From an optimization exercise on the open Yosys and OpenROAD flow, aimed at small area, a short achievable clock period and few clock cycles per item; shortcuts taken in it are not production practice. In this exercise RTL edits were held to simulation tests only and were not proved equivalent to the original.

Setup of run A:
## mmult
module mmult(
  input  clk,                  
  input  reset_n,              
  input  enable,               
  input  [0:9*8-1] A_mat,      
  input  [0:9*8-1] B_mat,      
  output valid,                
  output reg [0:9*17-1] C_mat  
);
clock: 90.0 ns
lec_check: 0
cap_margin: 5
core_margin: 2
core_utilization: 70
place_density: 0.85
slew_margin: 5
synth_hierarchical: 1
synth_minimum_keep_size: 0
standard.sh (not shown) runs the stock make flow with config.mk's settings and CLKGATE_MAP_FILE= SYNTH_SCRIPT=/design/flow/synth_recipe.tcl, a recipe that flattens the netlist after the stock synthesis.
==> flow/flow/run.sh <==
#!/bin/bash
# The standard layout, with the smallest buffer on each port and a clock tree
# without dummy loads.
set -euo pipefail
bash standard.sh BUFFER_PORTS_ARGS="-buffer_cell sky130_fd_sc_hd__buf_1" \
  CTS_ARGS="-sink_clustering_enable -repair_clock_nets -dont_use_dummy_load -buf_list sky130_fd_sc_hd__clkbuf_8" \
  finish > standard.log 2>&1
Testbench counts of run A, summed over its fixed seeds: cycles 1,600, mults 320.
Input changes introduced in run B (baseline for comparison: run A):
# run A
export LEC_CHECK = 0
export CAP_MARGIN = 5
export CORE_MARGIN = 2
export CORE_UTILIZATION = 70
export PLACE_DENSITY = 0.85
export SLEW_MARGIN = 5
export SYNTH_HIERARCHICAL = 1
export SYNTH_MINIMUM_KEEP_SIZE = 0
create_clock -name core_clock -period 90.0 [get_ports {clk}]
# run B
export LEC_CHECK = 0
export CAP_MARGIN = 5
export CORE_MARGIN = 2
export CORE_UTILIZATION = 55
export PLACE_DENSITY = 0.7
export SLEW_MARGIN = 5
export SYNTH_HIERARCHICAL = 1
export SYNTH_MINIMUM_KEEP_SIZE = 0
create_clock -name core_clock -period 90.0 [get_ports {clk}]
==> flow/flow/run.sh <==
#!/bin/bash
# The standard layout, with the smallest buffer on each port.
set -euo pipefail
bash standard.sh BUFFER_PORTS_ARGS="-buffer_cell sky130_fd_sc_hd__buf_1" finish > standard.log 2>&1
Findings:
Run B reports its end point of the critical path as C_mat[85]$_DFFE_PP_ while run A reports C_mat[17]$_DFFE_PP_.
The higher global-route usage came out of run A.
Final critical path time including I/O delays and setup sits higher in run B than in run A.
Diff run A..run B | total of cells resized after clock tree synthesis | negligible
Run B finished all stages; the layout is clean.
| minimum setup slack among reg-to-reg paths | run B vs run A | worse |
Higher count of clock buffers in the final design among run B and run A: run B
Changes observed in run B relative to run A: detailed-router iteration count before antenna repair higher, chip height higher, die area higher, wire length of the first global-routing pass higher.
On die span in x, the higher figure sits with run B, not run A.
Inputs modified between run B and run C:
==> flow/flow/run.sh <==
#!/bin/bash
# The standard layout, with the smallest buffer on each port, a clock tree
# without dummy loads, and timing repair that aims for 67 ns of setup slack
# (a period near 23 ns) instead of stopping at any positive slack.
set -euo pipefail
bash standard.sh BUFFER_PORTS_ARGS="-buffer_cell sky130_fd_sc_hd__buf_1" \
  CTS_ARGS="-sink_clustering_enable -repair_clock_nets -dont_use_dummy_load -buf_list sky130_fd_sc_hd__clkbuf_8" \
  SETUP_SLACK_MARGIN=67 \
  finish > standard.log 2>&1
Findings:
- Relative to run B, the final cell area reported for run C is higher.
- NOTE violation count after the first detailed-routing iteration run B->run C decreased slightly
- Compared with run B, run C shows number of global-route vias before repair that has gone up by a few percent.
- Area added between synthesis and finish (run C over run B): increase, 5.0 points
- [compare] base=run B new=run C: final routed wirelength across all metal layers picked up an extra about 6%, overall via count from detail_route rose by 286, depth of the worst register-to-register path fell by 1, number of vias per cell +about 1.6%.
- Summary of the comparison: met1 routed wirelength after detailed routing is higher in run C, relative to run B.

---

Starting RTL as in the previous note.
==> flow/config.mk <==
export PLATFORM = sky130hd
export DESIGN_NAME = mmult
export DESIGN_NICKNAME = mmult
export VERILOG_FILES = /design/flow/design.v
export SDC_FILE = /design/flow/constraint.sdc
export NUM_CORES = 4
export LEC_CHECK = 0
export CAP_MARGIN = 5
export CORE_MARGIN = 2
export CORE_UTILIZATION = 55
export PLACE_DENSITY = 0.7
export SLEW_MARGIN = 5
export SYNTH_HIERARCHICAL = 1
export SYNTH_MINIMUM_KEEP_SIZE = 0
==> flow/constraint.sdc <==
create_clock -name core_clock -period 90.0 [get_ports {clk}]
set_input_delay 18.0000 -clock core_clock [delete_from_list [all_inputs] [get_ports {clk}]]
set_output_delay 18.0000 -clock core_clock [all_outputs]
set_load 0.01 [all_outputs]
==> flow/flow/run.sh <==
#!/bin/bash
# The standard layout, with the smallest buffer on each port and a clock tree
# without dummy loads.
set -euo pipefail
bash standard.sh BUFFER_PORTS_ARGS="-buffer_cell sky130_fd_sc_hd__buf_1" \
  CTS_ARGS="-sink_clustering_enable -repair_clock_nets -dont_use_dummy_load -buf_list sky130_fd_sc_hd__clkbuf_8" \
  finish > standard.log 2>&1
The baseline went through all stages and came out clean.
Testbench counts at the start, summed over its fixed seeds: cycles 1,600, mults 320.
Next try:
==> flow/flow/run.sh (replaced) <==
#!/bin/bash
# The standard layout, with the smallest buffer on each port, a clock tree
# without dummy loads, and timing repair that aims for 66 ns of setup slack
# (a period near 24 ns) instead of stopping at any positive slack.
set -euo pipefail
bash standard.sh BUFFER_PORTS_ARGS="-buffer_cell sky130_fd_sc_hd__buf_1" \
  CTS_ARGS="-sink_clustering_enable -repair_clock_nets -dont_use_dummy_load -buf_list sky130_fd_sc_hd__clkbuf_8" \
  SETUP_SLACK_MARGIN=66 \
  finish > standard.log 2>&1
Result: The new run passed the timing, DRC and antenna checks. Setup slack improves by 0.081 ns. Sequential cell count stays the same. Via count goes down by 0.46%. Clock skew hardly moves.

---

build 86:
Another version of the RTL of mmult (not shown whole).
For scale: about 1800 cells after synthesis, roughly 160 flip-flops, about 300 I/O pins, about 20000 um2 of cells after synthesis.
clock: 90.0 ns
lec_check: 0
cap_margin: 5
core_margin: 2
core_utilization: 55
place_density: 0.7
slew_margin: 5
synth_hierarchical: 1
synth_minimum_keep_size: 0
run.sh (not shown) runs the stock make flow with config.mk's settings and CLKGATE_MAP_FILE= SYNTH_SCRIPT=/design/flow/synth_recipe.tcl, a recipe that flattens the netlist after the stock synthesis.
Stock flow here: none of the scripts above is used.
Testbench counts of build 86, summed over its fixed seeds: cycles 1,600, mults 320.
[inputs] trial 49 vs build 86
Settings: swapping 55 for 20 in CORE_UTILIZATION; swapping 5 for 20 in SLEW_MARGIN; swapping 5 for 20 in CAP_MARGIN; swapping 0.7 for 0.35 in PLACE_DENSITY.
==> comparison <==
Trial 49 against build 86: fraction of met1 tracks used by global routing dropped 20 points, worst slack at placement dropped 0.22 ns, register-to-register path setup slack dropped 0.26 ns, met3 capacity usage during global routing dropped 2.9 points. ~same part of the cycle the worst path needs in trial 49 and build 86. Trial 49: layout buffer count excluding clock buffers 0.30% below build 86. From build 86 to trial 49 the numbers moved as follows: total wire length after detailed routing rose by 31%; minimum clock period after layout rose by 0.13 ns; global-route usage fell by 16 points.

---

mmult, a different RTL version from the one above (not shown whole).
Size in the first run: about 1300 cells after synthesis, roughly 160 flip-flops, roughly 300 I/O pins, about 18000 um^2 of cells after synthesis.
// mmult
module mmult(
  input  clk,                  
  input  reset_n,              
  input  enable,               
  input  [0:9*8-1] A_mat,      
  input  [0:9*8-1] B_mat,      
  output valid,                
  output reg [0:9*17-1] C_mat  
);
reg [0:2] row;    
wire done = ~|row;
wire busy = enable;   
always @(posedge clk or negedge reset_n)
begin
    if (!reset_n)
        row <= 3'b100;
    else if (enable)
        row <= {1'b0, row[0:1]};
end
wire [0:23] a_row = ({24{row[0]}} & A_mat[0:23]) |
                    ({24{row[1]}} & A_mat[24:47]) |
                    ({24{row[2]}} & A_mat[48:71]);
wire [7:0] a0 = a_row[0:7];
wire [9:0] t0;
mul3 m0 (.a(a0), .t(t0));   
wire [7:0] b00 = B_mat[0:7];
wire [7:0] b01 = B_mat[8:15];
wire [7:0] b02 = B_mat[16:23];
wire [7:0] a1 = a_row[8:15];
wire [9:0] t1;
mul3 m1 (.a(a1), .t(t1));   
wire [7:0] b10 = B_mat[24:31];
wire [7:0] b11 = B_mat[32:39];
wire [7:0] b12 = B_mat[40:47];
wire [7:0] a2 = a_row[16:23];
wire [9:0] t2;
mul3 m2 (.a(a2), .t(t2));   
wire [7:0] b20 = B_mat[48:55];
wire [7:0] b21 = B_mat[56:63];
wire [7:0] b22 = B_mat[64:71];
wire z00_01 = ~b00[1] & b00[0];
wire z00_02 = b00[1] & ~b00[0];
wire z00_03 = b00[1] & b00[0];
wire n0_0_0_0;
sel2 v0_0_0_0 (.s0(z00_01), .d0(a0[0]), .s1(z00_03), .d1(t0[0]), .n(n0_0_0_0));
wire n0_0_0_1;
sel3 v0_0_0_1 (.s0(z00_01), .d0(a0[1]), .s1(z00_02), .d1(a0[0]), .s2(z00_03), .d2(t0[1]), .n(n0_0_0_1));
wire n0_0_0_2;
sel3 v0_0_0_2 (.s0(z00_01), .d0(a0[2]), .s1(z00_02), .d1(a0[1]), .s2(z00_03), .d2(t0[2]), .n(n0_0_0_2));
wire n0_0_0_3;
sel3 v0_0_0_3 (.s0(z00_01), .d0(a0[3]), .s1(z00_02), .d1(a0[2]), .s2(z00_03), .d2(t0[3]), .n(n0_0_0_3));
wire n0_0_0_4;
sel3 v0_0_0_4 (.s0(z00_01), .d0(a0[4]), .s1(z00_02), .d1(a0[3]), .s2(z00_03), .d2(t0[4]), .n(n0_0_0_4));
wire n0_0_0_5;
sel3 v0_0_0_5 (.s0(z00_01), .d0(a0[5]), .s1(z00_02), .d1(a0[4]), .s2(z00_03), .d2(t0[5]), .n(n0_0_0_5));
wire n0_0_0_6;
sel3 v0_0_0_6 (.s0(z00_01), .d0(a0[6]), .s1(z00_02), .d1(a0[5]), .s2(z00_03), .d2(t0[6]), .n(n0_0_0_6));
wire n0_0_0_7;
sel3 v0_0_0_7 (.s0(z00_01), .d0(a0[7]), .s1(z00_02), .d1(a0[6]), .s2(z00_03), .d2(t0[7]), .n(n0_0_0_7));
wire n0_0_0_8;
  ...
export LEC_CHECK = 0
export CAP_MARGIN = 5
export CORE_MARGIN = 2
export CORE_UTILIZATION = 55
export PLACE_DENSITY = 0.7
export SLEW_MARGIN = 5
export SYNTH_HIERARCHICAL = 1
export SYNTH_MINIMUM_KEEP_SIZE = 0
create_clock -name core_clock -period 90.0 [get_ports {clk}]
standard.sh (not shown) runs the stock make flow with config.mk's settings and CLKGATE_MAP_FILE= SYNTH_SCRIPT=/design/flow/synth_recipe.tcl, a recipe that flattens the netlist after the stock synthesis.
==> flow/flow/run.sh <==
#!/bin/bash
# The standard layout, with the smallest buffer on each port, a clock tree
# without dummy loads, and timing repair that aims for 65 ns of setup slack
# (a period near 25 ns) instead of stopping at any positive slack.
set -euo pipefail
bash standard.sh BUFFER_PORTS_ARGS="-buffer_cell sky130_fd_sc_hd__buf_1" \
  CTS_ARGS="-sink_clustering_enable -repair_clock_nets -dont_use_dummy_load -buf_list sky130_fd_sc_hd__clkbuf_8" \
  SETUP_SLACK_MARGIN=65 \
  finish > standard.log 2>&1
The baseline completed without violations.
Testbench counts at the start, summed over its fixed seeds: cycles 1,600, mults 320.
Next try:
==> flow/flow/run.sh (replaced) <==
#!/bin/bash
# The standard layout, with the smallest buffer on each port and a clock tree
# without dummy loads.
set -euo pipefail
bash standard.sh BUFFER_PORTS_ARGS="-buffer_cell sky130_fd_sc_hd__buf_1" \
  CTS_ARGS="-sink_clustering_enable -repair_clock_nets -dont_use_dummy_load -buf_list sky130_fd_sc_hd__clkbuf_8" \
  finish > standard.log 2>&1
--- a/flow/config.mk
+++ b/flow/config.mk
@@ -10,2 +10,2 @@
-export CORE_UTILIZATION = 55
-export PLACE_DENSITY = 0.7
+export CORE_UTILIZATION = 35
+export PLACE_DENSITY = 0.45
After rerunning: The changed run completed with no timing, DRC or antenna violations. Synthesized area does not change. Hold slack gets better by 0.026 ns. Worst setup slack loses 0.35 ns. Wire length rises by 13%. Final area increases by 1.1%. Cell count rose by about 12%. Clock-buffer cell count stays the same.

[port drivers added, routing unchanged]
The results above use ideal ports. As a check the final layouts listed here were re-extracted and re-timed, cells and wires unchanged.
Step 1 sets driving cells, clkbuf_16 on the clock port and buf_2 on the other inputs (assumed; they add their load-dependent delay and slew).
Step 2, shift: input delay + t, output delay - t, t = (earliest + latest rising clock arrival at the registers) / 2. This alone moves slack from input paths to output paths.
Slacks: ideal / step 1 / step 2; pairs: ideal / step 1.
run	shift t [ns]	setup WS [ns]	hold slack, ns
run A	0.510	66.218 / 66.245 / 65.735	0.518 / 0.518 / 0.518
run B	0.494	66.166 / 66.194 / 65.700	0.520 / 0.520 / 0.520
run C	0.516	66.878 / 66.847 / 66.331	0.505 / 0.505 / 0.505
the first run of note 2	0.521	66.240 / 66.263 / 65.742	0.522 / 0.522 / 0.522
the second run of note 2	0.522	66.321 / 66.345 / 65.823	0.520 / 0.520 / 0.520
build 86	0.508	65.476 / 65.504 / 64.996	0.528 / 0.528 / 0.528
trial 49	0.570	65.349 / 65.385 / 64.815	0.525 / 0.525 / 0.525
the first run of note 4	0.520	65.313 / 65.347 / 64.827	0.705 / 0.705 / 0.705
the second run of note 4	0.574	64.959 / 64.991 / 64.418	0.732 / 0.732 / 0.732
After both steps every run listed still meets setup and hold. For run C, which loses most, drivers alone change the setup slack by -0.031 ns; drivers and shift together by -0.547 ns.
